This is an optimization exercise on Yosys and OpenROAD, whose aim is small area, not a production implementation. The RTL was checked by simulation tests, not by an equivalence proof against the original design. The clock port is modelled as an ideal driver, which makes a skipped or thinned clock tree look cheaper than it is; a real chip needs a root buffer or a tree. Power is estimated from default activity; no workload was simulated.

==> design/flow/design.v <==
module KeyDebounce (
    input clk,
    input rst_n,
    input key_in,
    output key_pulse
);
localparam [19:0] P  = 20'h55555;
localparam [19:0] S0 = 20'hC1546;   
localparam [19:0] T0 = S0 ^ P;
localparam [19:0] TP = 20'h7FFFF ^ P;
reg [19:0] t;
wire low_ones = (t[18:0] == TP[18:0]);
wire fb = (t[19] ^ t[16]) | low_ones;
always @(posedge clk or negedge rst_n) begin
    if (!rst_n)
        t <= T0;
    else if (key_in)
        t <= T0;
    else
        t <= {~t[18:0], ~fb};
end
assign key_pulse = low_ones & (t[19] == TP[19]);
endmodule
module LcdDriver(
    input pclk,
    input rst_n,
    output hs,
    output vs,
    output act,            
    output [3:0] xq,
    output [5:0] xr,
    output [3:0] yb,
    output [6:0] ylo
);
reg [3:0] q;
reg [5:0] r;
reg       yw;
reg [3:0] yh;
reg [6:0] yl;
wire blk15  = &q;
wire x_wrap = r[5] & r[0] & (blk15 ? (r[3] & r[2]) : r[4]);
wire yh_last = yh[3];                          
wire y_long = yw & (yh[3] | yh[2]);            
wire y_wrap = yl[6] & yl[5] & yl[1] & yl[0] & (~y_long | yl[3]);
always @(posedge pclk or negedge rst_n) begin
    if (!rst_n) begin
        q  <= 4'd15;
        r  <= 6'd39;
        yw <= 1'b1;
        yh <= 4'd8;
        yl <= 7'd101;
    end else if (x_wrap) begin
        r <= 6'd0;
        q <= q + 4'd1;
        if (blk15) begin
            if (y_wrap) begin
                yl <= 7'd0;
                if (yh_last) begin
                    yh <= 4'd0;
                    yw <= ~yw;
                end else begin
                    yh <= yh + 4'd1;
                end
            end else begin
                yl <= yl + 7'd1;
            end
        end
    end else begin
        r <= r + 6'd1;
    end
end
wire tail = blk15 & (r >= 6'd40);
assign hs = ~(blk15 & (r >= 6'd40) & (r <= 6'd42));
wire last_blk = yw & yh_last;
assign vs = ~(last_blk & ((yl == 7'd102) | (yl == 7'd103) |
                          (yl == 7'd104 & ~tail) | (yl == 7'd101 & tail)));
wire x_act = ~blk15;
wire y_act = ~yw | ~(yh[3] | yh[2]) | (yh == 4'd4 & yl < 7'd34);
assign act = x_act & y_act;
assign xq  = q;
assign xr  = r;
assign yb  = yh;
assign ylo = yl;
endmodule
module DisplaySignal(
    input pclk,
    input rst_n,
    input act,
    input [3:0] xq,
    input [5:0] xr,
    input [3:0] yb,
    input [6:0] ylo,
    output [23:0] pixel_data,
    input btn_next_img
);
wire next_img;
KeyDebounce key_debounce (
    .clk(pclk),
    .rst_n(rst_n),
    .key_in(btn_next_img),
    .key_pulse(next_img)
);
reg d1, d2;
reg [1:0] img_id;
always @(posedge pclk or negedge rst_n) begin
    if (!rst_n) begin
        d1 <= 1'b0;
        d2 <= 1'b0;
        img_id <= 2'd0;
    end else begin
        d1 <= next_img;
        d2 <= d1;
        if (d2)
            img_id <= img_id + 2'd1;
    end
end
wire bar_r = (xq <= 4'd2) | (xq >= 4'd9 & xq <= 4'd11);
wire bar_g = (xq >= 4'd3 & xq <= 4'd5) | (xq >= 4'd9 & xq <= 4'd11);
wire bar_b = (xq >= 4'd6 & xq <= 4'd11);
wire line = (~xq[0] & (xr <= 6'd20)) | (ylo <= 7'd20);
wire [4:0] sum = xq[3:1] + yb;
wire [3:0] ci = (sum >= 5'd9) ? sum - 5'd9 : sum;
reg r7, rl, g7, gl, b7, bl;
always @(*) begin
    r7 = 1'b0; rl = 1'b0; g7 = 1'b0; gl = 1'b0; b7 = 1'b0; bl = 1'b0;
    case (img_id)
        2'd0: begin
            r7 = bar_r; rl = bar_r;
            g7 = bar_g; gl = bar_g;
            b7 = bar_b; bl = bar_b;
        end
        2'd1: begin r7 = 1'b1; rl = 1'b1; end
        2'd2: begin g7 = 1'b1; gl = 1'b1; end
        2'd3: if (!line) begin
            case (ci)
                4'd0: begin r7 = 1'b1; rl = 1'b1; end
                4'd1: begin g7 = 1'b1; gl = 1'b1; end
                4'd2: begin b7 = 1'b1; bl = 1'b1; end
                4'd3: begin g7 = 1'b1; gl = 1'b1; b7 = 1'b1; bl = 1'b1; end
                4'd4: begin r7 = 1'b1; rl = 1'b1; b7 = 1'b1; bl = 1'b1; end
                4'd5: begin r7 = 1'b1; rl = 1'b1; g7 = 1'b1; gl = 1'b1; end
                4'd6: rl = 1'b1;
                4'd7: gl = 1'b1;
                4'd8: bl = 1'b1;
                default: ;
            endcase
        end
    endcase
end
assign pixel_data = act ? {r7, {7{rl}}, g7, {7{gl}}, b7, {7{bl}}} : 24'd0;
endmodule
module rgb_fpga(
    input clk,               
    input rst_n,
    output lcd_reset,
    output lcd_bl,
    output vs,
    output hs,
    output den,
    output [23:0] rgb,
    input btn_next_img
);
    assign lcd_reset = 1'b0;  
    assign lcd_bl = 1'b1;     
    wire [3:0] xq;
    wire [5:0] xr;
    wire [3:0] yb;
    wire [6:0] ylo;
    LcdDriver lcd_driver(
        .pclk(clk),
        .rst_n(rst_n),
        .hs(hs),
        .vs(vs),
        .act(den),
        .xq(xq),
        .xr(xr),
        .yb(yb),
        .ylo(ylo)
    );
    DisplaySignal display_signal(
        .pclk(clk),
        .rst_n(rst_n),
        .act(den),
        .xq(xq),
        .xr(xr),
        .yb(yb),
        .ylo(ylo),
        .pixel_data(rgb),
        .btn_next_img(btn_next_img)
    );
endmodule
==> design/flow/flow/run.sh <==
#!/bin/bash
# Own layout flow: the standard ORFS flow with
#  - a stronger ABC area script for the combinational logic (registers are
#    mapped by the standard synthesis steps, unchanged),
#  - the smallest buffer on each input and output port,
#  - CTS without dummy loads and with small clock buffers.
# Each tool's output goes to the ORFS logs under orfs/logs and to the log
# files written here.
set -euo pipefail
W=$(pwd)
F=$W/flow
export MY_ABC_SCRIPT=$F/abc_area.script
make -C "$FLOW_HOME" DESIGN_CONFIG=$W/config.mk WORK_HOME=$W/orfs CLKGATE_MAP_FILE= \
  SYNTH_SCRIPT=$F/synth.tcl \
  "BUFFER_PORTS_ARGS=-buffer_cell sky130_fd_sc_hd__buf_1" \
  "CTS_ARGS=-sink_clustering_enable -repair_clock_nets -dont_use_dummy_load -buf_list sky130_fd_sc_hd__clkbuf_8" \
  finish > $W/make_finish.log 2>&1
R=$W/orfs/results/$FLOW_PLATFORM/rgb_fpga/base
: # left out here: write the final layout as DEF
==> design/flow/flow/abc_area.script <==
strash
&get -n
&fraig -x
&put
scorr
dc2
strash
&get -n
&dch -f
&nf -a -R 1000
&put
==> design/flow/flow/synth.tcl <==
# The standard synthesis script, with ABC run on a stronger area script.
proc synth {args} { yosys synth -nofsm -noshare {*}$args }
proc abc {args} {
  set i [lsearch -exact $args -script]
  if { $i >= 0 } { lset args [expr { $i + 1 }] $::env(MY_ABC_SCRIPT) }
  yosys abc {*}$args
}
source $::env(SCRIPTS_DIR)/synth.tcl
# left out here: clear keep_hierarchy, flatten, clean up, hide names made inside functions, write 1_2_yosys.v
==> design/flow/standard.sh <==
#!/bin/bash
# synth_recipe.tcl (not shown) runs the flow's synth.tcl, then flattens the netlist and writes it again
# the make line also repeats each setting of config.mk as NAME=value (left out here)
make -C /OpenROAD-flow-scripts/flow DESIGN_CONFIG=/design/flow/config.mk WORK_HOME=/design/flow/orfs CLKGATE_MAP_FILE= SYNTH_SCRIPT=/design/flow/synth_recipe.tcl "${@:-finish}"
==> design/flow/config.mk <==
export PLATFORM = sky130hd
export DESIGN_NAME = rgb_fpga
export DESIGN_NICKNAME = rgb_fpga
export VERILOG_FILES = /design/flow/design.v
export SDC_FILE = /design/flow/constraint.sdc
export NUM_CORES = 4
export LEC_CHECK = 0
export ABC_AREA = 1
export CAP_MARGIN = 20
export CORE_MARGIN = 2
export CORE_UTILIZATION = 70
export SLEW_MARGIN = 20
==> design/flow/constraint.sdc <==
create_clock -name core_clock -period 12.0 [get_ports {clk}]
set_input_delay 2.4000 -clock core_clock [delete_from_list [all_inputs] [get_ports {clk}]]
set_output_delay 2.4000 -clock core_clock [all_outputs]
set_load 0.01 [all_outputs]
==> results of run 1 <==
-- report_power, final --
group / total (mW) / switching [mW] / internal (mW)
Sequential: 0.162 / 0.00226 / 0.160
Clock: 0.0831 / 0.0456 / 0.0376
Combinational: 0.00698 / 0.00489 / 0.00209
Total: 0.252 / 0.0527 / 0.199
-- layout make-up --
| type | instances | area [um^2] | area share (%) |
|---|---|---|---|
| Timing Repair Buffer | 31 | 125 | 4.63 |
| Tap cell | 48 | 60.1 | 2.22 |
| Sequential cell | 46 | 1180 | 43.5 |
| Multi-Input combinational cell | 189 | 1210 | 44.9 |
| Inverter | 16 | 60.1 | 2.22 |
| Clock buffer | 5 | 68.8 | 2.55 |
-- sequential cells by signal, indices dropped and copies added, names as in the netlist --
signal,count
lcd_driver.r,6
display_signal.img_id,2
lcd_driver.yl,7
display_signal.d2,1
lcd_driver.q,4
display_signal.d1,1
lcd_driver.yh,4
lcd_driver.yw,1
display_signal.key_debounce.t,20
-- final timing paths --
path / from / to / cells after the start
worst max-delay path: lcd_driver.q[1]$_DFFE_PN1P_ / rgb[15] / 12
worst min-delay path: display_signal.d1$_DFF_PN0_ / display_signal.d2$_DFF_PN0_ / 0
worst max register to register: lcd_driver.q[0]$_DFFE_PN1P_ / lcd_driver.yl[6]$_DFFE_PN1P_ / 9
min in group asynchronous: rst_n / display_signal.key_debounce.t[8]$_DFF_PN0_ / 2
max in group asynchronous: rst_n / lcd_driver.yh[3]$_DFFE_PN1P_ / 2
worst min register to register: display_signal.d1$_DFF_PN0_ / display_signal.d2$_DFF_PN0_ / 0
-- per-stage QoR --
stage | util, % | cells | power [mW] | setup WS, ps
5_1_grt | 75.0 | 335 | 0.260 | 5480
2_1_floorplan | - | 271 | 0.167 | 6270
6_report | 75.0 | 335 | 0.252 | 5750
3_5_place_dp | 73.1 | 330 | 0.172 | 6120
4_1_cts | 75.0 | 335 | 0.255 | 5760
3_3_place_gp | 73.1 | 330 | 0.171 | 6280
-- cell families after synthesis --
family                     share of synthesized area (%)
buffers and inverters                               8.08
other                                              0.289
muxes                                              0.385
AOI/OAI and AO/OA                                   10.5
adders and majority gates                           10.9
and+or+nand+nor                                     19.2
xor gates and xnor gates                            5.39
DFF                                                 45.2
-- worst max-delay path, delay by kind of cell, from the launching register on --
| kind | cells | cell delay (ps) |
|---|---|---|
| compound gates | 4 | 710 |
| flops | 1 | 580 |
| simple gates | 4 | 1230 |
| xor+xnor | 1 | 230 |
| buf+inv | 1 | 150 |
| fa+ha+maj | 2 | 660 |
-- metal layers --
layer | track usage, % | up-vias | routed length, um
li1 | - | 931 | -
met1 | 31.9 | 890 | 2090
met2 | 37.4 | 41 | 2100
met3 | 5.21 | 12 | 188
met4 | 10.1 | 0 | 93
met5 | 0 | - | 0
-- cell usage after synthesis (2+ instances only) --
cell       n  area share (%)
a21o_1     4             1.2
a21oi_1   10             1.9
a22o_1     2            0.67
a31oi_1    4            0.96
and2_0     3            0.72
and3_1     4            0.96
buf_4     20             5.8
clkinv_1  16             2.3
conb_1     2            0.29
dfrtp_1   26              25
dfstp_2   20              20
ha_1      21              10
nand2_1   22             3.2
nand2b_1   7             1.7
nand3_1    4            0.77
nand4_1    5             1.2
nor2_1    39             5.6
nor2b_1    2            0.48
nor3_1     6             1.2
nor4_1     2            0.48
nor4bb_1   3             1.2
o21ai_0   15             2.9
o22ai_1    3            0.72
or4_1      2            0.58
xnor2_1    9             3.0
xor2_1     7             2.4
==> flow_summary.ini, run 1 <==
[pwr]
ir_drop_mv = 0.0969
power_density_nw_per_um2 = 93.2
p_leak_nw = 1.20

[cells_and_area]
design_area_um2 = 2700
syn_to_final_growth_pct = 3.99
fillCellCount = 277
antenna_cells = 0
drive_gt1_share_pct = 9.76
fin_nets = 314
final_common_cell = nor2_1
mostFrequentLayoutCells = nor2_1, buf_1, dfrtp_1

[routing]
vias_per_cell = 5.59
vias = 1874
drtAntennaViolNets = 0
drt_iter0_drc = 124
wl_per_cell_um = 13.4
drcViolationCount = 0
drtPass1Iterations = 4
wl_um = 4480

[clock_network]
cts.sinks = 46
insertion_delay_ps = 300
cts_buffer_depth = 2
numCtsBuffers = 5
cts_resized = 0
postCtsSetupBuffers = 0
cts_root_buf = clkbuf_8
ctsHoldBuffers = 0
clkTransAtPathRegs_ps = 90
cts_tree = done
h-tree-depth = 2

[setup_path]
crit_top_cell = o21ai_0
startpoint_type = flip-flop
worstPathArrival_ps = 3850
ff2ff_setup_slack_ps = 9200
critPathKind = reg -> out
crit_path_top_delay_cell = dfstp_2
worstPathRequired_ps = 9600
crit_path_end_kind = output pin
worstPathMaxFanout = 8
worstPathCellList = ha_1 > fa_1 > or3_1 > o21ai_0 > o21ai_0 > nand2_1 > xor2_1 > and2_0 > a31oi_1 > nor3_1 > o31a_1 > buf_1
max_stage_delay_ps = 580

[sta]
finalSetupViolations = 0
finalHoldViolations = 0
whs_ps = 359
worst_pin_slew_ps = 719
timing.final.crit_share_pct = 52.1
rsz0062_at_grt = no
drv_slew = 0
slew_headroom_pct = 52.1
min_period_ps = 6250
fin_tns_setup_ps = 0
max_freq_mhz = 160
skew_ps = 26.1

[synthesis]
ys_warn_count = 3
syn_area_um2 = 2600
synth-seq-area-share_pct = 45.2
synth_cell_types = 39
synth_cells = 271
synth_nets = 296
avgSynthCellArea_um2 = 9.59
synthArstFlopShare_pct = 100
ys_seq_elements = 46
synth_edf_count = 0
synthFlopType = dfrtp_1

[global_routing]
grt_pass1_wl_um = 7690
antenna_found_initial = 0
grt_overflow = 0
grt_pass1_vias = 1723
grt_max_degree = 47
grt_util_all_layers_pct = 23.8

[place]
port_buffers = 29
gp_congestion = 0.836
place_area_um2 = 2640
hpwl_um = 3320

[die]
die_area_um2 = 4220
fp.dieW_um = 64.9
num_rows = 22
core_um2 = 3610
pin_count = 32
die_h_um = 64.9
initial_core_util_pct = 72.1

[outcome]
status = complete, no violations

[hold_path]
hold_class = reg -> reg

[flow_run]
cap_violations = 0
==> run 2: changes to the inputs <==
--- a/design/flow/flow/run.sh
+++ b/design/flow/flow/run.sh
@@ -13,7 +13,7 @@
 make -C "$FLOW_HOME" DESIGN_CONFIG=$W/config.mk WORK_HOME=$W/orfs CLKGATE_MAP_FILE= \
   SYNTH_SCRIPT=$F/synth.tcl \
   "BUFFER_PORTS_ARGS=-buffer_cell sky130_fd_sc_hd__buf_1" \
-  "CTS_ARGS=-sink_clustering_enable -repair_clock_nets -dont_use_dummy_load -buf_list sky130_fd_sc_hd__clkbuf_8" \
+  "CTS_ARGS=-sink_clustering_enable -repair_clock_nets -dont_use_dummy_load -buf_list {sky130_fd_sc_hd__clkbuf_4 sky130_fd_sc_hd__clkbuf_8}" \
   finish > $W/make_finish.log 2>&1
 R=$W/orfs/results/$FLOW_PLATFORM/rgb_fpga/base
 : # left out here: write the final layout as DEF
==> flow_summary.ini, run 2 <==
[flow_run]
cap_violations = 0

[setup_path]
critical_path.top_delay_family = simple AND/OR/NAND/NOR gates
max_stage_delay_ps = 580
ff2ff_setup_slack_ps = 9200
critPathCapture = rgb[15]
path_buf_inv = 1
worstPathArrival_ps = 3850
worstPathRequired_ps = 9600
critical_path_depth = 12
worstPathMaxFanout = 8
critPathKind = reg -> out
worstReg2RegEnd = lcd_driver.yl[6]$_DFFE_PN1P_
crit_path_end_kind = output pin
ff2ff_path_depth = 9
crit_path_top_delay_cell = dfstp_2
worstReg2RegStart = lcd_driver.q[0]$_DFFE_PN1P_
startpoint_type = flip-flop
crit_top_cell = o21ai_0
worstPathCellList = ha_1 > fa_1 > or3_1 > o21ai_0 > o21ai_0 > nand2_1 > xor2_1 > and2_0 > a31oi_1 > nor3_1 > o31a_1 > buf_1
startpoint = lcd_driver.q[1]$_DFFE_PN1P_

[sta]
finalHoldViolations = 0
min_period_ps = 6250
fin_tns_setup_ps = 0
timing.final.crit_share_pct = 52.1
rsz0062_at_grt = no
worst_pin_slew_ps = 719
slew_headroom_pct = 52.1
drv_slew = 0
max_freq_mhz = 160
finalSetupViolations = 0
skew_ps = 26.1

[global_routing]
grt_pass1_wl_um = 7690
grt_overflow = 0
grt_util_all_layers_pct = 23.8
antenna_found_initial = 0
grt_max_degree = 47
grt_pass1_vias = 1723

[synthesis]
synthTopCellsByArea = dfrtp_1, dfstp_2, ha_1
synth_cell_types = 39
synth_cells = 271
ys_seq_elements = 46
synth_edf_count = 0
synth_simple_gate_area_share_pct = 19.2
synth_nets = 296
syn_area_um2 = 2600
synth-seq-area-share_pct = 45.2
synth_top_family_by_area = simple AND/OR/NAND/NOR gates
yosysTopAreaCell = dfrtp_1
ys_warn_count = 3
netlist_top_cells_count = nor2_1, dfrtp_1, nand2_1
synth.top_cell.area_share_pct = 25.0
synth_compound_area_share_pct = 10.5
yosys.cell_count.top_type = nor2_1
synth_mux_area_share_pct = 0.385
avgSynthCellArea_um2 = 9.59
synthFlopType = dfrtp_1
synthAdderAreaFrac_pct = 10.9
synthArstFlopShare_pct = 100
synth_xor_area_share_pct = 5.39

[place]
place_area_um2 = 2640
gp_congestion = 0.836
hpwl_um = 3320
port_buffers = 29

[clock_network]
h-tree-depth = 2
clkTransAtPathRegs_ps = 90
insertion_delay_ps = 300
cts_resized = 0
cts.sinks = 46
cts_buffer_depth = 2
cts_root_buf = clkbuf_8
postCtsSetupBuffers = 0
cts_tree = done
ctsHoldBuffers = 0
numCtsBuffers = 5

[cells_and_area]
syn_to_final_growth_pct = 3.99
mostFrequentLayoutCells = nor2_1, buf_1, dfrtp_1
regMostFlops = display_signal.key_debounce.t
fillCellCount = 277
drive_gt1_share_pct = 9.76
design_area_um2 = 2700
largest_register_ff_count = 20
final_common_cell = nor2_1
fin_nets = 314
antenna_cells = 0
top_regs = display_signal.key_debounce.t: 20 flops, lcd_driver.yl: 7 flops, lcd_driver.r: 6 flops

[hold_path]
hold_class = reg -> reg

[outcome]
status = complete, no violations

[die]
num_rows = 22
initial_core_util_pct = 72.1
fp.dieW_um = 64.9
die_h_um = 64.9
core_um2 = 3610
pin_count = 32
die_area_um2 = 4220

[routing]
drcViolationCount = 0
drt_iter0_drc = 124
wl_per_cell_um = 13.4
drtAntennaViolNets = 0
vias = 1874
vias_per_cell = 5.59
wl_um = 4480
drtPass1Iterations = 4

[pwr]
ir_drop_mv = 0.0969
power_mw = 0.252
p_leak_nw = 1.20
power_density_nw_per_um2 = 93.2
-- run 2: cell counts after synthesis --
No cell type changed its count.
-- run 2: worst min-delay path by stage --
stage | start | end | slack [ps] | cells after the start
finish | display_signal.d1$_DFF_PN0_ | display_signal.d2$_DFF_PN0_ | 360 | 0
floorplan | display_signal.d1$_DFF_PN0_ | display_signal.d2$_DFF_PN0_ | 330 | 0
CTS | display_signal.d1$_DFF_PN0_ | display_signal.d2$_DFF_PN0_ | 360 | 0
detailed placement | display_signal.d1$_DFF_PN0_ | display_signal.d2$_DFF_PN0_ | 340 | 0
global route | display_signal.d1$_DFF_PN0_ | display_signal.d2$_DFF_PN0_ | 360 | 0
global placement | display_signal.d1$_DFF_PN0_ | display_signal.d2$_DFF_PN0_ | 340 | 0
-- run 2: cell families after synthesis --
logic type      after synthesis
compound gates               45
buf+inv                      36
other cells                   2
mux                           1
fa+ha+maj                    22
xor+xnor                     16
flops                        46
simple gates                103
-- run 2: report_power, final --
group          switching [mW]  total, mW  internal [mW]
combinational         0.00489    0.00698        0.00209
clock                  0.0456     0.0831         0.0376
sequential            0.00226      0.162          0.160
-- run 2: routing by layer --
| layer | GRT usage [%] | part of all wire (%) |
|---|---|---|
| met3 | 5.21 | 4.2 |
| met2 | 37.4 | 47 |
| met5 | 0 | 0 |
| met4 | 10.1 | 2.1 |
| met1 | 31.9 | 47 |
-- run 2: worst reg2reg max path, cell delays in order, from the launching register on --
cell and delay (ps):
dfstp_2 600, ha_1 210, and3_1 330, o21ai_0 140
a211oi_1 230, buf_4 230, and4_1 380, and3_1 280
a41oi_1 130, a31oi_1 170
-- run 2: through the flow --
step | util, % | hold slack, ps | instances | setup slack (ps)
detailed placement | 73.1 | 344 | 330 | 6120
global placement | 73.1 | 337 | 330 | 6280
floorplan | - | 331 | 271 | 6270
finish | 75.0 | 359 | 335 | 5750
global route | 75.0 | 363 | 335 | 5480
CTS | 75.0 | 360 | 335 | 5760
-- run 2: final cells by class --
| cell class | instances | area [um^2] | share of cell area, % |
|---|---|---|---|
| multi-input combinational | 189 | 1210 | 44.9 |
| sequential | 46 | 1180 | 43.5 |
| timing repair buffer | 31 | 125 | 4.63 |
| clock buffer | 5 | 68.8 | 2.55 |
| inverter | 16 | 60.1 | 2.22 |
| tap | 48 | 60.1 | 2.22 |
==> run 3: changes to the inputs <==
--- a/design/flow/flow/run.sh
+++ b/design/flow/flow/run.sh
@@ -13,7 +13,7 @@
 make -C "$FLOW_HOME" DESIGN_CONFIG=$W/config.mk WORK_HOME=$W/orfs CLKGATE_MAP_FILE= \
   SYNTH_SCRIPT=$F/synth.tcl \
   "BUFFER_PORTS_ARGS=-buffer_cell sky130_fd_sc_hd__buf_1" \
-  "CTS_ARGS=-sink_clustering_enable -repair_clock_nets -dont_use_dummy_load -buf_list {sky130_fd_sc_hd__clkbuf_4 sky130_fd_sc_hd__clkbuf_8}" \
+  "CTS_ARGS=-sink_clustering_enable -repair_clock_nets -dont_use_dummy_load -buf_list sky130_fd_sc_hd__clkbuf_16 -sink_clustering_size 50 -sink_clustering_max_diameter 1000" \
   finish > $W/make_finish.log 2>&1
 R=$W/orfs/results/$FLOW_PLATFORM/rgb_fpga/base
 : # left out here: write the final layout as DEF
==> flow_summary.ini, run 3 <==
[clock_network]
insertion_delay_ps = 290
cts.sinks = 46
cts_buffer_depth = 2
cts_resized = 0
cts_tree = done
clkTransAtPathRegs_ps = 60
ctsHoldBuffers = 0
postCtsSetupBuffers = 0
cts_root_buf = clkbuf_16
h-tree-depth = 2
numCtsBuffers = 5

[cells_and_area]
drive_gt1_share_pct = 9.76
fin_nets = 314
antenna_cells = 0
fillCellCount = 270
top_regs = display_signal.key_debounce.t: 20 flops, lcd_driver.yl: 7 flops, lcd_driver.r: 6 flops
syn_to_final_growth_pct = 6.16
largest_register_ff_count = 20
fin_cells = 335
final_common_cell = nor2_1
mostFrequentLayoutCells = nor2_1, buf_1, dfrtp_1
regMostFlops = display_signal.key_debounce.t
design_area_um2 = 2760

[setup_path]
worstPathArrival_ps = 3810
max_stage_delay_ps = 570
critPathKind = reg -> out
path_buf_inv = 1
crit_top_cell = o21ai_0
crit_path_end_kind = output pin
worstPathRequired_ps = 9600
worstPathMaxFanout = 8
crit_path_top_delay_cell = dfstp_2
worstPathCellList = ha_1 > fa_1 > or3_1 > o21ai_0 > o21ai_0 > nand2_1 > xor2_1 > and2_0 > a31oi_1 > nor3_1 > o31a_1 > buf_1
startpoint_type = flip-flop
critical_path.top_delay_family = simple AND/OR/NAND/NOR gates

[synthesis]
ys_seq_elements = 46
yosys.cell_count.top_type = nor2_1
ys_warn_count = 3
yosysTopAreaCell = dfrtp_1
synth-seq-area-share_pct = 45.2
synth_cell_types = 39
synth_cells = 271
synthTopCellsByArea = dfrtp_1, dfstp_2, ha_1
synthAdderAreaFrac_pct = 10.9
synth_mux_area_share_pct = 0.385
synth_simple_gate_area_share_pct = 19.2
avgSynthCellArea_um2 = 9.59
synth.top_cell.area_share_pct = 25.0
synthFlopType = dfrtp_1
syn_area_um2 = 2600
synth_xor_area_share_pct = 5.39
synth_edf_count = 0
synth_compound_area_share_pct = 10.5
synth_top_family_by_area = simple AND/OR/NAND/NOR gates
netlist_top_cells_count = nor2_1, dfrtp_1, nand2_1
synthArstFlopShare_pct = 100
synth_nets = 296

[die]
die_area_um2 = 4220
core_um2 = 3610
initial_core_util_pct = 72.1
pin_count = 32
fp.dieW_um = 64.9
die_h_um = 64.9
num_rows = 22

[routing]
wl_met1_um = 2090
wl_um = 4630
drtPass1Iterations = 4
vias_per_cell = 5.62
drt_iter0_drc = 145
top_layer_used = met4
vias = 1882
drcViolationCount = 0
wl_met2_um = 2200
wl_per_cell_um = 13.8
dr_wl_met3_um = 212
drtAntennaViolNets = 0

[sta]
setup_slack_ps = 5790
drv_slew = 0
skew_ps = 19.4
min_period_ps = 6210
finalHoldViolations = 0
whs_ps = 354
rsz0062_at_grt = no
worst_pin_slew_ps = 719
max_freq_mhz = 161
fin_tns_setup_ps = 0
timing.final.crit_share_pct = 51.8
finalSetupViolations = 0
slew_headroom_pct = 52.1

[pwr]
ir_drop_mv = 0.119
p_leak_nw = 1.23
power_density_nw_per_um2 = 106

[place]
hpwl_um = 3320
dp.cells = 330
gp_congestion = 0.836
place_area_um2 = 2640
port_buffers = 29
place_ws_ps = 6120

[hold_path]
hold_class = reg -> reg

[global_routing]
antenna_found_initial = 0
grt_util_all_layers_pct = 24.9
grt_max_degree = 47
grt_pass1_wl_um = 7990
grt_overflow = 0
grt_pass1_vias = 1805

[flow_run]
cap_violations = 0

[outcome]
status = complete, no violations
[run 3: cell counts after synthesis]
No cell type changed its count.
[run 3: per-layer routing]
| layer | GRT usage (%) | vias to the layer above |
|---|---|---|
| met5 | 0 | - |
| met4 | 11.4 | 0 |
| met3 | 6.77 | 16 |
| met2 | 38.8 | 52 |
| met1 | 32.5 | 883 |
| li1 | - | 931 |
[run 3: worst paths after layout]
| kind | start | end | slack (ps) | cells past startpoint |
|---|---|---|---|---|
| max reg2reg | lcd_driver.q[0]$_DFFE_PN1P_ | lcd_driver.yl[6]$_DFFE_PN1P_ | 9120 | 9 |
| min reg2reg | display_signal.d1$_DFF_PN0_ | display_signal.d2$_DFF_PN0_ | 350 | 0 |
| max | lcd_driver.q[1]$_DFFE_PN1P_ | rgb[15] | 5790 | 12 |
| min in group asynchronous | rst_n | display_signal.key_debounce.t[8]$_DFF_PN0_ | 2190 | 2 |
| max in group asynchronous | rst_n | lcd_driver.yl[2]$_DFFE_PN1P_ | 9410 | 2 |
| min | display_signal.d1$_DFF_PN0_ | display_signal.d2$_DFF_PN0_ | 350 | 0 |
[run 3: cells by family (layout without fill, tap and decap cells)]
group	Yosys count	after routing
AOI/OAI and AO/OA	45	45
xor gates and xnor gates	16	16
adders and majority gates	22	22
buffers and inverters	36	52
DFF	46	46
muxes	1	1
other	2	2
and+or+nand+nor	103	103
[run 3: final cells by class]
cell class,count,area [um^2],share of cell area (%)
multi-input cells,189,1210,44.0
inverters,16,60.1,2.18
repair buffers,31,125,4.53
well taps,48,60.1,2.18
flip-flops and latches,46,1180,42.6
clock buffers,5,125,4.53
[run 3: where the power goes]
group,switching (mW),total [mW],internal [mW]
Combinational,0.00491,0.00701,0.00209
Sequential,0.00225,0.162,0.160
Clock,0.0488,0.122,0.0733
[run 3: per-stage QoR]
stage | utilization, % | total power, mW
after floorplan | - | 0.167
after global placement | 73.1 | 0.171
after detailed placement | 73.1 | 0.172
after CTS | 76.5 | 0.294
after global routing | 76.5 | 0.302
final | 76.5 | 0.291
==> run 4: changes to the inputs <==
--- a/design/flow/flow/run.sh
+++ b/design/flow/flow/run.sh
@@ -13,7 +13,7 @@
 make -C "$FLOW_HOME" DESIGN_CONFIG=$W/config.mk WORK_HOME=$W/orfs CLKGATE_MAP_FILE= \
   SYNTH_SCRIPT=$F/synth.tcl \
   "BUFFER_PORTS_ARGS=-buffer_cell sky130_fd_sc_hd__buf_1" \
-  "CTS_ARGS=-sink_clustering_enable -repair_clock_nets -dont_use_dummy_load -buf_list sky130_fd_sc_hd__clkbuf_16 -sink_clustering_size 50 -sink_clustering_max_diameter 1000" \
+  "CTS_ARGS=-sink_clustering_enable -repair_clock_nets -dont_use_dummy_load -buf_list sky130_fd_sc_hd__clkbuf_8 -sink_clustering_size 50 -sink_clustering_max_diameter 1000" \
   finish > $W/make_finish.log 2>&1
 R=$W/orfs/results/$FLOW_PLATFORM/rgb_fpga/base
 : # left out here: write the final layout as DEF
==> flow_summary.ini, run 4 <==
[synthesis]
syn_area_um2 = 2600
synthTopCellsByArea = dfrtp_1, dfstp_2, ha_1
synth.top_cell.area_share_pct = 25.0
synth_cells = 271
netlist_top_cells_count = nor2_1, dfrtp_1, nand2_1
synth_cell_types = 39
yosysTopAreaCell = dfrtp_1
synth_edf_count = 0
ys_seq_elements = 46
yosys.cell_count.top_type = nor2_1
avgSynthCellArea_um2 = 9.59
synth_nets = 296
synthFlopType = dfrtp_1
ys_warn_count = 3
synth-seq-area-share_pct = 45.2
synthArstFlopShare_pct = 100

[die]
core_um2 = 3610
num_rows = 22
pin_count = 32
die_area_um2 = 4220
initial_core_util_pct = 72.1
fp.dieW_um = 64.9
die_h_um = 64.9

[routing]
wl_um = 4480
vias_per_cell = 5.59
drcViolationCount = 0
drtAntennaViolNets = 0
wl_per_cell_um = 13.4
drtPass1Iterations = 4
drt_iter0_drc = 124
vias = 1874

[setup_path]
startpoint_type = flip-flop
critPathKind = reg -> out
crit_path_end_kind = output pin
worstPathMaxFanout = 8
worstPathArrival_ps = 3850
worstPathRequired_ps = 9600

[clock_network]
ctsHoldBuffers = 0
cts_root_buf = clkbuf_8
cts_resized = 0
cts.sinks = 46
cts_tree = done
clkTransAtPathRegs_ps = 90
cts_buffer_depth = 2
h-tree-depth = 2
insertion_delay_ps = 300
numCtsBuffers = 5
postCtsSetupBuffers = 0

[sta]
worst_pin_slew_ps = 719
finalHoldViolations = 0
finalSetupViolations = 0
drv_slew = 0
slew_headroom_pct = 52.1
max_freq_mhz = 160
min_period_ps = 6250
timing.final.crit_share_pct = 52.1
fin_tns_setup_ps = 0
rsz0062_at_grt = no
skew_ps = 26.1

[cells_and_area]
largest_register_ff_count = 20
antenna_cells = 0
regMostFlops = display_signal.key_debounce.t
design_area_um2 = 2700
syn_to_final_growth_pct = 3.99
top_regs = display_signal.key_debounce.t: 20 flops, lcd_driver.yl: 7 flops, lcd_driver.r: 6 flops
final_common_cell = nor2_1
mostFrequentLayoutCells = nor2_1, buf_1, dfrtp_1
fin_cells = 335
fillCellCount = 277
drive_gt1_share_pct = 9.76
fin_nets = 314

[place]
dp.cells = 330
gp_congestion = 0.836
port_buffers = 29
place_area_um2 = 2640
hpwl_um = 3320

[global_routing]
grt_overflow = 0
grt_util_all_layers_pct = 23.8
grt_pass1_vias = 1723
antenna_found_initial = 0
grt_max_degree = 47
grt_pass1_wl_um = 7690

[outcome]
status = complete, no violations

[hold_path]
hold_class = reg -> reg

[pwr]
ir_drop_mv = 0.0969
p_leak_nw = 1.20
power_density_nw_per_um2 = 93.2
power_mw = 0.252

[flow_run]
cap_violations = 0
## run 4: cell counts after synthesis
Identical to the previous run, type by type.
## run 4: cells by family (layout without fill, tap and decap cells)
family / count (synthesis) / after routing / share of synthesized area, %
AOI/OAI and AO/OA: 45 / 45 / 10.5
xor gates and xnor gates: 16 / 16 / 5.39
adders and majority gates: 22 / 22 / 10.9
buffers and inverters: 36 / 52 / 8.08
DFF: 46 / 46 / 45.2
muxes: 1 / 1 / 0.385
other: 2 / 2 / 0.289
and+or+nand+nor: 103 / 103 / 19.2
## run 4: per-layer routing
layer	wire (um)	GRT usage, %	vias up
met4	93	10.1	0
met1	2090	31.9	890
li1	-	-	931
met3	188	5.21	12
met5	0	0	-
met2	2100	37.4	41
## run 4: critical path: stages (launching register included)
cell and delay [ps]:
dfstp_2 580, ha_1 210, fa_1 450, or3_1 400, o21ai_0 150, o21ai_0 230, nand2_1 150, xor2_1 230
and2_0 180, a31oi_1 90, nor3_1 500, o31a_1 240, buf_1 150
## run 4: metrics by stage
stage / setup WS, ps / hold WS (ps) / util (%)
after floorplan: 6270 / 331 / -
after global placement: 6280 / 337 / 73.1
after detailed placement: 6120 / 344 / 73.1
after CTS: 5760 / 360 / 75.0
after global routing: 5480 / 363 / 75.0
final: 5750 / 359 / 75.0
## run 4: cell type report
type | instances | area (um^2) | share of cell area [%]
Clock buffer | 5 | 68.8 | 2.55
Timing Repair Buffer | 31 | 125 | 4.63
Inverter | 16 | 60.1 | 2.22
Multi-Input combinational cell | 189 | 1210 | 44.9
Tap cell | 48 | 60.1 | 2.22
Sequential cell | 46 | 1180 | 43.5
## run 4: final timing paths
check                                                 start                                         end  slack, ps  cells past startpoint
worst max-delay path            lcd_driver.q[1]$_DFFE_PN1P_                                     rgb[15]       5750                     12
worst min-delay path            display_signal.d1$_DFF_PN0_                 display_signal.d2$_DFF_PN0_        360                      0
worst max register to register  lcd_driver.q[0]$_DFFE_PN1P_                lcd_driver.yl[6]$_DFFE_PN1P_       9200                      9
worst min register to register  display_signal.d1$_DFF_PN0_                 display_signal.d2$_DFF_PN0_        360                      0
max in group asynchronous                             rst_n                lcd_driver.yh[3]$_DFFE_PN1P_       9430                      2
min in group asynchronous                             rst_n  display_signal.key_debounce.t[8]$_DFF_PN0_       2160                      2
## run 4: power breakdown
part / total, mW / internal (mW) / switching, mW
sequential: 0.162 / 0.160 / 0.00226
clock: 0.0831 / 0.0376 / 0.0456
combinational: 0.00698 / 0.00209 / 0.00489
==> run 5: changes to the inputs <==
--- a/design/flow/flow/run.sh
+++ b/design/flow/flow/run.sh
@@ -13,7 +13,7 @@
 make -C "$FLOW_HOME" DESIGN_CONFIG=$W/config.mk WORK_HOME=$W/orfs CLKGATE_MAP_FILE= \
   SYNTH_SCRIPT=$F/synth.tcl \
   "BUFFER_PORTS_ARGS=-buffer_cell sky130_fd_sc_hd__buf_1" \
-  "CTS_ARGS=-sink_clustering_enable -repair_clock_nets -dont_use_dummy_load -buf_list sky130_fd_sc_hd__clkbuf_8 -sink_clustering_size 50 -sink_clustering_max_diameter 1000" \
+  "CTS_ARGS=-sink_clustering_enable -repair_clock_nets -dont_use_dummy_load -buf_list sky130_fd_sc_hd__clkbuf_8" \
   finish > $W/make_finish.log 2>&1
 R=$W/orfs/results/$FLOW_PLATFORM/rgb_fpga/base
 : # left out here: write the final layout as DEF
==> design/flow/flow/abc_area.script (replaced) <==
strash
dc2
balance -l
resub -K 6 -l
rewrite -l
resub -K 6 -N 2 -l
refactor -l
resub -K 8 -l
balance -l
resub -K 8 -N 2 -l
rewrite -l
resub -K 10 -l
rewrite -z -l
resub -K 10 -N 2 -l
balance -l
resub -K 12 -l
refactor -z -l
resub -K 12 -N 2 -l
rewrite -z -l
balance -l
dch -f
amap
==> flow_summary.ini, run 5 <==
[synthesis]
netlist_top_cells_count = nor2_1, clkinv_1, dfrtp_1
synth_top_family_by_area = simple AND/OR/NAND/NOR gates
synthFlopType = dfrtp_1
synth_cell_types = 34
synth-seq-area-share_pct = 45.4
ys_seq_elements = 46
synth_cells = 291
synthArstFlopShare_pct = 100
synth_compound_area_share_pct = 14.4
synth.top_cell.area_share_pct = 25.1
synth_nets = 316
yosys.cell_count.top_type = nor2_1
syn_area_um2 = 2590
synthTopCellsByArea = dfrtp_1, dfstp_2, ha_1
synth_edf_count = 0
synth_mux_area_share_pct = 0
synthAdderAreaFrac_pct = 10.9
synth_simple_gate_area_share_pct = 17.4
yosysTopAreaCell = dfrtp_1
ys_warn_count = 3
synth_xor_area_share_pct = 0.338
avgSynthCellArea_um2 = 8.91

[die]
die_h_um = 64.9
num_rows = 22
core_um2 = 3610
die_area_um2 = 4210
fp.dieW_um = 64.9
initial_core_util_pct = 71.9
pin_count = 32

[cells_and_area]
mostFrequentLayoutCells = nor2_1, clkinv_1, buf_1
top_regs = display_signal.key_debounce.t: 20 flops, lcd_driver.yl: 7 flops, lcd_driver.r: 6 flops
drive_gt1_share_pct = 8.85
regMostFlops = display_signal.key_debounce.t
final_common_cell = nor2_1
fillCellCount = 277
antenna_cells = 0
largest_register_ff_count = 20
design_area_um2 = 2690
fin_nets = 332
syn_to_final_growth_pct = 3.57

[place]
place_ws_ps = 6050
port_buffers = 29
gp_congestion = 0.825
hpwl_um = 3570
place_area_um2 = 2620

[global_routing]
grt_max_degree = 47
grt_util_all_layers_pct = 25.3
grt_overflow = 0
antenna_found_initial = 0
grt_pass1_wl_um = 8160
grt_pass1_vias = 1871

[sta]
finalSetupViolations = 0
fin_tns_setup_ps = 0
skew_ps = 17.3
drv_slew = 0
rsz0062_at_grt = no
timing.final.crit_share_pct = 52.9
min_period_ps = 6340
setup_slack_ps = 5660
slew_headroom_pct = 57.5
worst_pin_slew_ps = 635
max_freq_mhz = 158
finalHoldViolations = 0

[routing]
wl_um = 4630
drtPass1Iterations = 4
drcViolationCount = 0
drt_iter0_drc = 86
vias_per_cell = 5.53
vias = 1953
drtAntennaViolNets = 0
wl_per_cell_um = 13.1

[clock_network]
cts_buffer_depth = 2
ctsHoldBuffers = 0
clkTransAtPathRegs_ps = 80
h-tree-depth = 2
postCtsSetupBuffers = 0
insertion_delay_ps = 300
cts_resized = 0
cts_root_buf = clkbuf_8
cts_tree = done
cts.sinks = 46
numCtsBuffers = 5

[setup_path]
ff2ff_setup_slack_ps = 8750
startpoint_type = flip-flop
critPathKind = reg -> out
worstPathMaxFanout = 7
worstReg2RegEnd = lcd_driver.yl[5]$_DFFE_PN1P_
worstPathRequired_ps = 9600
crit_top_cell = nor2_1
crit_path_end_kind = output pin
worstPathCellList = ha_1 > fa_1 > clkinv_1 > nor2_1 > a21oi_1 > nor3_1 > clkinv_1 > nor2_1 > o21ai_0 > clkinv_1 > nor2_1 > a21oi_1 > nor2_1 > clkinv_1 > a2111oi_0 > nor2_1 > nor2_1 > a41o_1 > buf_1
crit_path_top_delay_cell = a2111oi_0
max_stage_delay_ps = 450
worstReg2RegStart = lcd_driver.q[0]$_DFFE_PN1P_
ff2ff_path_depth = 15
worstPathArrival_ps = 3940

[outcome]
status = complete, no violations

[flow_run]
cap_violations = 0

[pwr]
power_mw = 0.252
p_leak_nw = 1.10
ir_drop_mv = 0.0950
power_density_nw_per_um2 = 93.8

[hold_path]
min_path_cells = 1
hold_class = reg -> reg
whs_endpoint = display_signal.key_debounce.t[16]$_DFF_PN1_
hp-start = display_signal.key_debounce.t[15]$_DFF_PN0_
## run 5: how the worst max path moves through the flow
| stage | start | to | depth (start not counted) |
|---|---|---|---|
| after floorplan | lcd_driver.yh[0]$_DFFE_PN0P_ | rgb[1] | 19 |
| after global placement | lcd_driver.yh[0]$_DFFE_PN0P_ | rgb[2] | 19 |
| after global routing | lcd_driver.yh[0]$_DFFE_PN0P_ | rgb[0] | 19 |
| final | lcd_driver.yh[0]$_DFFE_PN0P_ | rgb[3] | 19 |
| after detailed placement | lcd_driver.yh[0]$_DFFE_PN0P_ | rgb[3] | 19 |
| after CTS | lcd_driver.yh[0]$_DFFE_PN0P_ | rgb[3] | 19 |
## run 5: logic make-up after synthesis
kind of cell,Yosys count
XOR/XNOR,1
flip-flops,46
AO/OA/AOI/OAI,58
buffers and inverters,58
adder cells (fa/ha/maj),22
other,2
AND/OR/NAND/NOR,104
## run 5: final cells by class
cell class	instances	area (um^2)	share of cell area (%)
well taps	48	60.1	2.24
flip-flops and latches	46	1180	43.8
multi-input cells	187	1120	41.8
repair buffers	30	118	4.38
clock buffers	5	68.8	2.56
inverters	37	139	5.17
## run 5: power breakdown
group          switching [mW]  leakage, nW  internal (mW)
Sequential            0.00195        0.549          0.160
Combinational         0.00505        0.515        0.00172
Clock                  0.0460       0.0359         0.0375
## run 5: metrics by stage
| stage | hold slack [ps] | utilization (%) | instances |
|---|---|---|---|
| final | 389 | 74.5 | 353 |
| after floorplan | 331 | - | 291 |
| after detailed placement | 373 | 72.6 | 348 |
| after global placement | 373 | 72.6 | 348 |
| after CTS | 390 | 74.5 | 353 |
| after global routing | 403 | 74.5 | 353 |
## run 5: per-layer routing
metal / vias up / share of wire (%) / track usage (%)
li1: 997 / - / -
met1: 912 / 45 / 31.7
met4: 0 / 1.0 / 6.38
met3: 5 / 3.7 / 5.21
met2: 39 / 50 / 44.6
met5: - / 0 / 0
## run 5: worst max-delay path: cells and delay by family (launching register included)
| family | cells | cell delay (ps) |
|---|---|---|
| DFF | 1 | 420 |
| AOI/OAI and AO/OA | 5 | 1340 |
| buffers and inverters | 5 | 620 |
| and+or+nand+nor | 7 | 660 |
| adders and majority gates | 2 | 610 |
==> run 6: changes to the inputs <==
--- a/design/flow/flow/abc_area.script
+++ b/design/flow/flow/abc_area.script
@@ -19,4 +19,4 @@
 rewrite -z -l
 balance -l
 dch -f
-amap
+amap -m
--- a/design/flow/flow/synth.tcl
+++ b/design/flow/flow/synth.tcl
@@ -5,5 +5,7 @@
   if { $i >= 0 } { lset args [expr { $i + 1 }] $::env(MY_ABC_SCRIPT) }
   yosys abc {*}$args
 }
+# Leave adders to ABC rather than mapping them to half and full adder cells.
+set ::env(ADDER_MAP_FILE) ""
 source $::env(SCRIPTS_DIR)/synth.tcl
 # left out here: clear keep_hierarchy, flatten, clean up, hide names made inside functions, write 1_2_yosys.v
--- a/design/flow/config.mk
+++ b/design/flow/config.mk
@@ -8,5 +8,5 @@
 export ABC_AREA = 1
 export CAP_MARGIN = 20
 export CORE_MARGIN = 2
-export CORE_UTILIZATION = 70
+export CORE_UTILIZATION = 50
 export SLEW_MARGIN = 20
==> flow_summary.ini, run 6 <==
[outcome]
status = complete, no violations

[die]
initial_core_util_pct = 51.7
die_h_um = 70.9
pin_count = 32
fp.dieW_um = 70.9
die_area_um2 = 5020
num_rows = 24
core_um2 = 4320

[global_routing]
grt_overflow = 0
grt_pass1_vias = 1607
grt_max_degree = 47
grt_util_all_layers_pct = 18.1
grt_pass1_wl_um = 7180
antenna_found_initial = 0

[sta]
worst_pin_slew_ps = 762
rsz0062_at_grt = no
drv_slew = 0
slew_headroom_pct = 48.9
finalHoldViolations = 0
max_freq_mhz = 165
finalSetupViolations = 0
min_period_ps = 6040
skew_ps = 10.9
fin_tns_setup_ps = 0
timing.final.crit_share_pct = 50.4
whs_ps = 359

[clock_network]
cts_root_buf = clkbuf_8
postCtsSetupBuffers = 0
cts_buffer_depth = 2
cts.sinks = 46
insertion_delay_ps = 290
cts_resized = 0
numCtsBuffers = 5
clkTransAtPathRegs_ps = 80
cts_tree = done
ctsHoldBuffers = 0
h-tree-depth = 2

[routing]
vias_per_cell = 5.23
wl_per_cell_um = 12.4
wl_um = 4030
drtAntennaViolNets = 0
drt_iter0_drc = 86
drcViolationCount = 0
drtPass1Iterations = 4
vias = 1695

[synthesis]
synth_cell_types = 31
synthArstFlopShare_pct = 100
syn_area_um2 = 2240
synthFlopType = dfrtp_1
avgSynthCellArea_um2 = 8.70
synth_edf_count = 0
ys_seq_elements = 46
ys_warn_count = 3
synthTopCellsByArea = dfrtp_1, dfstp_2, nor2_1
yosys.cell_count.top_type = nor2_1
synth_nets = 260
synth_cells = 257
synth-seq-area-share_pct = 52.6
yosysTopAreaCell = dfrtp_1
netlist_top_cells_count = nor2_1, clkinv_1, dfrtp_1
synth.top_cell.area_share_pct = 29.1

[hold_path]
hp-start = display_signal.d1$_DFF_PN0_
min_path_cells = 0
whs_endpoint = display_signal.d2$_DFF_PN0_
hold_class = reg -> reg

[place]
port_buffers = 29
gp_congestion = 0.777
hpwl_um = 3010

[cells_and_area]
fin_nets = 277
antenna_cells = 0
drive_gt1_share_pct = 9.93
syn_to_final_growth_pct = 4.53
mostFrequentLayoutCells = nor2_1, clkinv_1, buf_1
top_regs = display_signal.key_debounce.t: 20 flops, lcd_driver.yl: 7 flops, lcd_driver.r: 6 flops
largest_register_ff_count = 20
final_common_cell = nor2_1
regMostFlops = display_signal.key_debounce.t

[pwr]
ir_drop_mv = 0.0757
power_density_nw_per_um2 = 108
power_mw = 0.252
p_leak_nw = 0.922

[setup_path]
worstPathArrival_ps = 3640
crit_path_top_delay_cell = dfstp_2
crit_top_cell = nor2_1
worstReg2RegStart = lcd_driver.q[1]$_DFFE_PN1P_
worstPathMaxFanout = 8
worstPathRequired_ps = 9600
worstReg2RegEnd = lcd_driver.yh[3]$_DFFE_PN1P_
crit_path_end_kind = output pin
startpoint_type = flip-flop
max_stage_delay_ps = 560
worstPathCellList = clkinv_1 > a22oi_1 > nand2_1 > o21a_1 > o21ai_0 > nor3_1 > nor3_1 > o21ai_0 > nor2_1 > clkinv_1 > a21oi_1 > nor2_1 > a21oi_1 > nor2_1 > nor2_1 > o21a_1 > buf_1
critPathKind = reg -> out
ff2ff_path_depth = 14
ff2ff_setup_slack_ps = 8670

[flow_run]
cap_violations = 0
run 6: cell types whose count changed in the layout (fill, tap and decap cells not counted), sizes merged, moves of 3 or more:
cell,previous run,this run
a21oi,16,12
clkinv,37,30
o21ai,11,14
o22ai,4,1
o21a,2,6
nor3,5,14
nor2,64,59
ha,21,0
or4,4,1
run 6: logic make-up (layout without fill, tap and decap cells):
family	after synthesis	in the layout	share of synthesized area [%]
buffers and inverters	50	65	11.8
flip-flops	46	46	52.6
XOR/XNOR	1	1	0.392
AO/OA/AOI/OAI	51	51	14.4
other	2	2	0.336
AND/OR/NAND/NOR	107	107	20.5
run 6: metal layers:
metal,routed length [um],up-vias,global-route usage (%)
li1,-,870,-
met1,2100,777,25.5
met2,1710,41,27.4
met3,155,7,4.27
met4,63,0,6.92
met5,0,-,0
run 6: power by group:
| group | switching, mW | leakage, nW | internal [mW] |
|---|---|---|---|
| clock | 0.0457 | 0.0359 | 0.0376 |
| combinational | 0.00515 | 0.338 | 0.00157 |
| sequential | 0.00195 | 0.549 | 0.160 |
run 6: how the worst max path moves through the flow:
stage | startpoint | to | slack [ps] | cells after the start
floorplan | lcd_driver.q[2]$_DFFE_PN1P_ | rgb[1] | 6480 | 16
global placement | lcd_driver.q[2]$_DFFE_PN1P_ | rgb[23] | 6430 | 19
detailed placement | lcd_driver.q[2]$_DFFE_PN1P_ | rgb[23] | 6300 | 17
CTS | lcd_driver.q[2]$_DFFE_PN1P_ | rgb[23] | 5960 | 17
global route | lcd_driver.q[2]$_DFFE_PN1P_ | rgb[23] | 5380 | 17
finish | lcd_driver.q[2]$_DFFE_PN1P_ | rgb[23] | 5960 | 17
run 6: per-stage QoR:
step / worst slack, ps / cells / utilization [%] / cell area, um^2
2_1_floorplan: 6480 / 257 / - / 2240
3_3_place_gp: 6430 / 319 / 52.5 / 2270
3_5_place_dp: 6300 / 319 / 52.5 / 2270
4_1_cts: 5960 / 324 / 54.1 / 2340
5_1_grt: 5380 / 324 / 54.1 / 2340
6_report: 5960 / 324 / 54.1 / 2340
run 6: cell type report:
cell class	instances	area, um^2
clock buffers	5	68.8
flip-flops and latches	46	1180
well taps	52	65.1
multi-input cells	161	797
inverters	30	113
fillers	434	1990
repair buffers	30	118
run 6: critical path, delay by kind of cell, from the launching register on:
| family | cells | cell delay, ps |
|---|---|---|
| flip-flops | 1 | 560 |
| AND/OR/NAND/NOR | 7 | 1020 |
| AO/OA/AOI/OAI | 7 | 1430 |
| buffers and inverters | 3 | 380 |
==> run 7: changes to the inputs <==
--- a/design/flow/flow/run.sh
+++ b/design/flow/flow/run.sh
@@ -11,7 +11,7 @@
 F=$W/flow
 export MY_ABC_SCRIPT=$F/abc_area.script
 make -C "$FLOW_HOME" DESIGN_CONFIG=$W/config.mk WORK_HOME=$W/orfs CLKGATE_MAP_FILE= \
-  SYNTH_SCRIPT=$F/synth.tcl \
+  SYNTH_SCRIPT=$F/synth.tcl POST_CTS_TCL=$F/post_cts.tcl \
   "BUFFER_PORTS_ARGS=-buffer_cell sky130_fd_sc_hd__buf_1" \
   "CTS_ARGS=-sink_clustering_enable -repair_clock_nets -dont_use_dummy_load -buf_list sky130_fd_sc_hd__clkbuf_8" \
   finish > $W/make_finish.log 2>&1
==> design/flow/flow/post_cts.tcl (new file) <==
set block [ord::get_db_block]
set clk_net [$block findNet clk]
set root ""
foreach it [$clk_net getITerms] {
  if { [$it getIoType] == "INPUT" } { set root [$it getInst] }
}
if { $root == "" } { error "no clock root buffer found" }
set root_net [[$root findITerm X] getNet]
set leaves {}
foreach it [$root_net getITerms] {
  if { [$it getIoType] == "INPUT" } { lappend leaves $it }
}
if { [llength $leaves] > 4 } { error "root drives [llength $leaves] pins" }
foreach it $leaves {
  $it disconnect
  $it connect $clk_net
}
puts "post_cts: removed root [$root getName]; clock port drives [llength $leaves] leaf buffers"
odb::dbInst_destroy $root
odb::dbNet_destroy $root_net
detailed_placement
check_placement -verbose
estimate_parasitics -placement
report_clock_skew
==> flow_summary.ini, run 7 <==
[routing]
drtPass1Iterations = 4
wl_um = 4000
drt_iter0_drc = 78
vias = 1673
drtAntennaViolNets = 0
drcViolationCount = 0
wl_per_cell_um = 12.4
vias_per_cell = 5.18

[sta]
max_freq_mhz = 170
skew_ps = 10.7
rsz0062_at_grt = no
timing.final.crit_share_pct = 49.2
slew_headroom_pct = 48.8
worst_pin_slew_ps = 763
drv_slew = 0
finalSetupViolations = 0
whs_ps = 361
min_period_ps = 5900
finalHoldViolations = 0
fin_tns_setup_ps = 0

[die]
die_h_um = 70.9
core_um2 = 4320
pin_count = 32
num_rows = 24
initial_core_util_pct = 51.7
fp.dieW_um = 70.9
die_area_um2 = 5020

[cells_and_area]
fin_cells = 323
drive_gt1_share_pct = 9.59
final_common_cell = nor2_1
antenna_cells = 0
fin_nets = 276
largest_register_ff_count = 20
mostFrequentLayoutCells = nor2_1, clkinv_1, buf_1
top_regs = display_signal.key_debounce.t: 20 flops, lcd_driver.yl: 7 flops, lcd_driver.r: 6 flops
syn_to_final_growth_pct = 3.92
regMostFlops = display_signal.key_debounce.t
fillCellCount = 434

[synthesis]
synth_cell_types = 31
netlist_top_cells_count = nor2_1, clkinv_1, dfrtp_1
yosysTopAreaCell = dfrtp_1
syn_area_um2 = 2240
yosys.cell_count.top_type = nor2_1
synth-seq-area-share_pct = 52.6
synth_cells = 257
synthTopCellsByArea = dfrtp_1, dfstp_2, nor2_1
synth.top_cell.area_share_pct = 29.1
avgSynthCellArea_um2 = 8.70
ys_seq_elements = 46
ys_warn_count = 3
synth_nets = 260
synth_edf_count = 0
synthFlopType = dfrtp_1
synthArstFlopShare_pct = 100

[hold_path]
hp-start = display_signal.d1$_DFF_PN0_
hold_class = reg -> reg
min_path_cells = 0
whs_endpoint = display_signal.d2$_DFF_PN0_

[clock_network]
insertion_delay_ps = 140
cts.sinks = 46
clkTransAtPathRegs_ps = 80

[setup_path]
critPathKind = reg -> out
worstReg2RegEnd = lcd_driver.yh[3]$_DFFE_PN1P_
worstPathRequired_ps = 9600
worstPathMaxFanout = 8
ff2ff_setup_slack_ps = 8670
startpoint_type = flip-flop
ff2ff_path_depth = 14
crit_path_end_kind = output pin
worstReg2RegStart = lcd_driver.q[1]$_DFFE_PN1P_
worstPathArrival_ps = 3500

[place]
port_buffers = 29
gp_congestion = 0.777
dp.cells = 319
hpwl_um = 3010

[pwr]
pwr-share-seq_pct = 68.1
p_comb_share_pct = 2.9
ir_drop_mv = 0.0761
power_density_nw_per_um2 = 102
p_leak_nw = 0.915
p_sw_share_pct = 19.2
switchingPower_mw = 0.0455
power_mw = 0.237
power.internal_mw = 0.192
clockPowerShare_pct = 29.0

[global_routing]
antenna_found_initial = 0
grt_overflow = 0
met1_usage_pct = 25.5
grt_util_met2_pct = 27.4
grt_util_all_layers_pct = 17.5
grt_pass1_vias = 1597
grt_max_degree = 47
grt_pass1_wl_um = 7120
grt_use_met3_pct = 3.42
busiest_layer = met2

[outcome]
status = complete, no violations

[flow_run]
cap_violations = 0
[run 7: how the worst max path moves through the flow]
stage / endpoint / start / slack, ps / depth (start not counted)
floorplan: rgb[1] / lcd_driver.q[2]$_DFFE_PN1P_ / 6480 / 16
global placement: rgb[23] / lcd_driver.q[2]$_DFFE_PN1P_ / 6430 / 19
detailed placement: rgb[23] / lcd_driver.q[2]$_DFFE_PN1P_ / 6300 / 17
global route: rgb[23] / lcd_driver.q[2]$_DFFE_PN1P_ / 5540 / 17
finish: rgb[23] / lcd_driver.q[2]$_DFFE_PN1P_ / 6100 / 17
[run 7: kinds of logic (layout without fill, tap and decap cells)]
group | after synthesis | after routing | synth area share (%)
and+or+nand+nor | 107 | 107 | 20.5
xor gates and xnor gates | 1 | 1 | 0.392
other | 2 | 2 | 0.336
buffers and inverters | 50 | 64 | 11.8
AOI/OAI and AO/OA | 51 | 51 | 14.4
DFF | 46 | 46 | 52.6
[run 7: power groups by stage]
stage / registers [mW] / clock network, mW / logic, mW
2_1_floorplan: 0.164 / 0 / 0.00292
3_5_place_dp: 0.164 / 0 / 0.00709
6_report: 0.162 / 0.0688 / 0.00677
5_1_grt: 0.162 / 0.0767 / 0.00821
3_3_place_gp: 0.164 / 0 / 0.00699
[run 7: metal layers]
metal / wire [um] / share of wire [%]
met4: 42 / 1.0
met3: 157 / 3.9
met2: 1680 / 42
met5: 0 / 0
met1: 2130 / 53
[run 7: cell type report]
| cell class | count | area, um^2 | share of cell area [%] |
|---|---|---|---|
| clock buffers | 4 | 55.1 | 2.37 |
| inverters | 30 | 113 | 4.85 |
| multi-input cells | 161 | 797 | 34.3 |
| flip-flops and latches | 46 | 1180 | 50.6 |
| well taps | 52 | 65.1 | 2.80 |
| repair buffers | 30 | 118 | 5.06 |
[run 7: worst max-delay path, stage by stage, from the launching register on]
cell and delay, ps:
dfstp_2 560, clkinv_1 160, a22oi_1 230, nand2_1 100
o21a_1 120, o21ai_0 250, nor3_1 120, nor3_1 200
o21ai_0 160, nor2_1 150, clkinv_1 70, a21oi_1 340
nor2_1 90, a21oi_1 150, nor2_1 50, nor2_1 310
o21a_1 170, buf_1 150
[run 7: metrics by stage]
step                util [%]  setup slack, ps  area (um^2)
finish                  53.7             6100         2320
global route            53.7             5540         2320
detailed placement      52.5             6300         2270
global placement        52.5             6430         2270
floorplan                  -             6480         2240
==> run 8: changes to the inputs <==
--- a/design/flow/flow/post_cts.tcl
+++ b/design/flow/flow/post_cts.tcl
@@ -18,6 +18,26 @@
 puts "post_cts: removed root [$root getName]; clock port drives [llength $leaves] leaf buffers"
 odb::dbInst_destroy $root
 odb::dbNet_destroy $root_net
+# One tie cell drives both constant outputs (conb_1 has a HI and a LO pin).
+set ties {}
+foreach inst [$block getInsts] {
+  if { [[$inst getMaster] getName] == "sky130_fd_sc_hd__conb_1" } { lappend ties $inst }
+}
+if { [llength $ties] == 2 } {
+  set keep [lindex $ties 0]
+  set drop [lindex $ties 1]
+  foreach pin {HI LO} {
+    set dn [[$drop findITerm $pin] getNet]
+    if { $dn != "NULL" } {
+      set kn [[$keep findITerm $pin] getNet]
+      if { $kn != "NULL" } { error "tie cells: both drive $pin" }
+      [$drop findITerm $pin] disconnect
+      [$keep findITerm $pin] connect $dn
+    }
+  }
+  puts "post_cts: merged tie cell [$drop getName] into [$keep getName]"
+  odb::dbInst_destroy $drop
+}
 detailed_placement
 check_placement -verbose
 estimate_parasitics -placement
==> flow_summary.ini, run 8 <==
[outcome]
status = complete, no violations

[sta]
drv_slew = 0
setup_slack_ps = 6100
rsz0062_at_grt = no
fin_tns_setup_ps = 0
slew_headroom_pct = 48.8
timing.final.crit_share_pct = 49.2
finalHoldViolations = 0
finalSetupViolations = 0
max_freq_mhz = 169
min_period_ps = 5900
skew_ps = 10.7
worst_pin_slew_ps = 763

[hold_path]
whs_endpoint = display_signal.d2$_DFF_PN0_
hold_class = reg -> reg
min_path_cells = 0
hp-start = display_signal.d1$_DFF_PN0_

[pwr]
pwr-share-seq_pct = 68.1
p_leak_nw = 0.912
ir_drop_mv = 0.0760
power_density_nw_per_um2 = 102
clockPowerShare_pct = 29.0
power.internal_mw = 0.192
p_comb_share_pct = 2.9
switchingPower_mw = 0.0456
p_sw_share_pct = 19.2

[synthesis]
ys_warn_count = 3
synth_edf_count = 0
synth_cell_types = 31
synthArstFlopShare_pct = 100
synth-seq-area-share_pct = 52.6
synth_xor_area_share_pct = 0.392
netlist_top_cells_count = nor2_1, clkinv_1, dfrtp_1
synth.top_cell.area_share_pct = 29.1
ys_seq_elements = 46
syn_area_um2 = 2240
synth_compound_area_share_pct = 14.4
synthFlopType = dfrtp_1
synth_mux_area_share_pct = 0
synth_cells = 257
synth_simple_gate_area_share_pct = 20.5
avgSynthCellArea_um2 = 8.70
synthTopCellsByArea = dfrtp_1, dfstp_2, nor2_1
synthAdderAreaFrac_pct = 0
yosys.cell_count.top_type = nor2_1
synth_nets = 260
synth_top_family_by_area = simple AND/OR/NAND/NOR gates
yosysTopAreaCell = dfrtp_1

[die]
initial_core_util_pct = 51.7
fp.dieW_um = 70.9
pin_count = 32
core_um2 = 4320
num_rows = 24
die_area_um2 = 5020
die_h_um = 70.9

[setup_path]
crit_path_end_kind = output pin
worstReg2RegStart = lcd_driver.q[1]$_DFFE_PN1P_
ff2ff_setup_slack_ps = 8670
worstReg2RegEnd = lcd_driver.yh[3]$_DFFE_PN1P_
worstPathMaxFanout = 8
startpoint_type = flip-flop
worstPathRequired_ps = 9600
critPathKind = reg -> out
ff2ff_path_depth = 14
worstPathArrival_ps = 3500

[routing]
vias = 1673
drtAntennaViolNets = 0
wl_per_cell_um = 12.6
wl_um = 4060
vias_per_cell = 5.20
drtPass1Iterations = 4
drcViolationCount = 0
drt_iter0_drc = 67

[cells_and_area]
top_regs = display_signal.key_debounce.t: 20 flops, lcd_driver.yl: 7 flops, lcd_driver.r: 6 flops
syn_to_final_growth_pct = 3.75
drive_gt1_share_pct = 9.63
mostFrequentLayoutCells = nor2_1, clkinv_1, buf_1
regMostFlops = display_signal.key_debounce.t
fillCellCount = 433
fin_nets = 276
final_common_cell = nor2_1
antenna_cells = 0
largest_register_ff_count = 20

[flow_run]
cap_violations = 0

[global_routing]
grt_util_all_layers_pct = 17.8
grt_overflow = 0
grt_max_degree = 47
grt_pass1_wl_um = 7190
grt_use_met3_pct = 3.42
grt_util_met2_pct = 28.3
met1_usage_pct = 25.5
antenna_found_initial = 0
busiest_layer = met2
grt_pass1_vias = 1596

[place]
gp_congestion = 0.777
place_ws_ps = 6300
port_buffers = 29
hpwl_um = 3010

[clock_network]
cts.sinks = 46
clkTransAtPathRegs_ps = 80
insertion_delay_ps = 140
## run 8: cell count changes in the layout (fill, tap and decap cells not counted)
cell    previous run  this run
conb_1             2         1
## run 8: worst max-delay path by stage
stage / endpoint / depth (start not counted) / slack (ps) / from
2_1_floorplan: rgb[1] / 16 / 6480 / lcd_driver.q[2]$_DFFE_PN1P_
3_3_place_gp: rgb[23] / 19 / 6430 / lcd_driver.q[2]$_DFFE_PN1P_
3_5_place_dp: rgb[23] / 17 / 6300 / lcd_driver.q[2]$_DFFE_PN1P_
5_1_grt: rgb[23] / 17 / 5540 / lcd_driver.q[2]$_DFFE_PN1P_
6_report: rgb[23] / 17 / 6100 / lcd_driver.q[2]$_DFFE_PN1P_
## run 8: kinds of logic after synthesis
| family | Yosys count |
|---|---|
| XOR/XNOR | 1 |
| other | 2 |
| AND/OR/NAND/NOR | 107 |
| buffers and inverters | 50 |
| flip-flops | 46 |
| AO/OA/AOI/OAI | 51 |
## run 8: per-layer routing
metal	share of wire, %	up-vias
met4	1.0	0
met3	3.8	4
met1	52	762
met5	0	-
met2	43	38
li1	-	869
## run 8: final cells by class
class | count | area, um^2 | area share [%]
tap | 52 | 65.1 | 2.80
inverter | 30 | 113 | 4.85
sequential | 46 | 1180 | 50.7
clock buffer | 4 | 55.1 | 2.37
timing repair buffer | 30 | 118 | 5.07
multi-input combinational | 160 | 793 | 34.2
## run 8: worst max-delay path, stage by stage, from the launching register on
cell,delay (ps)
dfstp_2,560
clkinv_1,160
a22oi_1,230
nand2_1,100
o21a_1,120
o21ai_0,250
nor3_1,120
nor3_1,200
o21ai_0,160
nor2_1,150
clkinv_1,70
a21oi_1,340
nor2_1,90
a21oi_1,150
nor2_1,50
nor2_1,310
o21a_1,170
buf_1,150
## run 8: power by group through the flow
| stage | clock [mW] | sequential, mW | combinational (mW) |
|---|---|---|---|
| final | 0.0688 | 0.162 | 0.00686 |
| after global routing | 0.0767 | 0.162 | 0.00834 |
| after detailed placement | 0 | 0.164 | 0.00709 |
| after global placement | 0 | 0.164 | 0.00699 |
| after floorplan | 0 | 0.164 | 0.00292 |
## run 8: stage by stage
stage               instances  hold WS, ps  total power, mW  utilization, %  area, um^2
finish                    322          361            0.237            53.6        2320
global route              322          368            0.247            53.6        2320
detailed placement        319          346            0.171            52.5        2270
global placement          319          333            0.171            52.5        2270
floorplan                 257          331            0.167               -        2240

## re-timing with driven ports
Ports are ideal in the flow. The routed layouts listed here were re-timed in OpenROAD. Step 1 assumes that a clkbuf_16 drives the clock port and a buf_2 every other input. Step 2 adds t to the input delays and takes it off the output delays; t is the mean of the earliest and latest rising clock arrival at the registers after step 1. Input paths then give back, and output paths get back, about the clock's delay inside the block. Slacks: no drivers / after step 1 / after step 2; pairs: no drivers / after step 1.
| run | shift t [ns] | setup WS [ns] | worst setup path at the end | worst register clock-pin slew, ns | pins driven straight from the clock port |
|---|---|---|---|---|---|
| run 1 | 0.318 | 5.751 / 5.723 / 6.040 | register to output | 0.09 / 0.09 | 1 |
| run 2 | 0.318 | 5.751 / 5.723 / 6.040 | register to output | 0.09 / 0.09 | 1 |
| run 3 | 0.308 | 5.787 / 5.756 / 6.064 | register to output | 0.06 / 0.06 | 1 |
| run 4 | 0.318 | 5.751 / 5.723 / 6.040 | register to output | 0.09 / 0.09 | 1 |
| run 5 | 0.316 | 5.657 / 5.634 / 5.950 | register to output | 0.08 / 0.08 | 1 |
| run 6 | 0.314 | 5.957 / 5.931 / 6.245 | register to output | 0.08 / 0.08 | 1 |
| run 7 | 0.186 | 6.102 / 6.051 / 6.237 | register to output | 0.08 / 0.08 | 4 |
| run 8 | 0.186 | 6.100 / 6.049 / 6.236 | register to output | 0.08 / 0.08 | 4 |
After both steps every run listed still meets setup and hold.
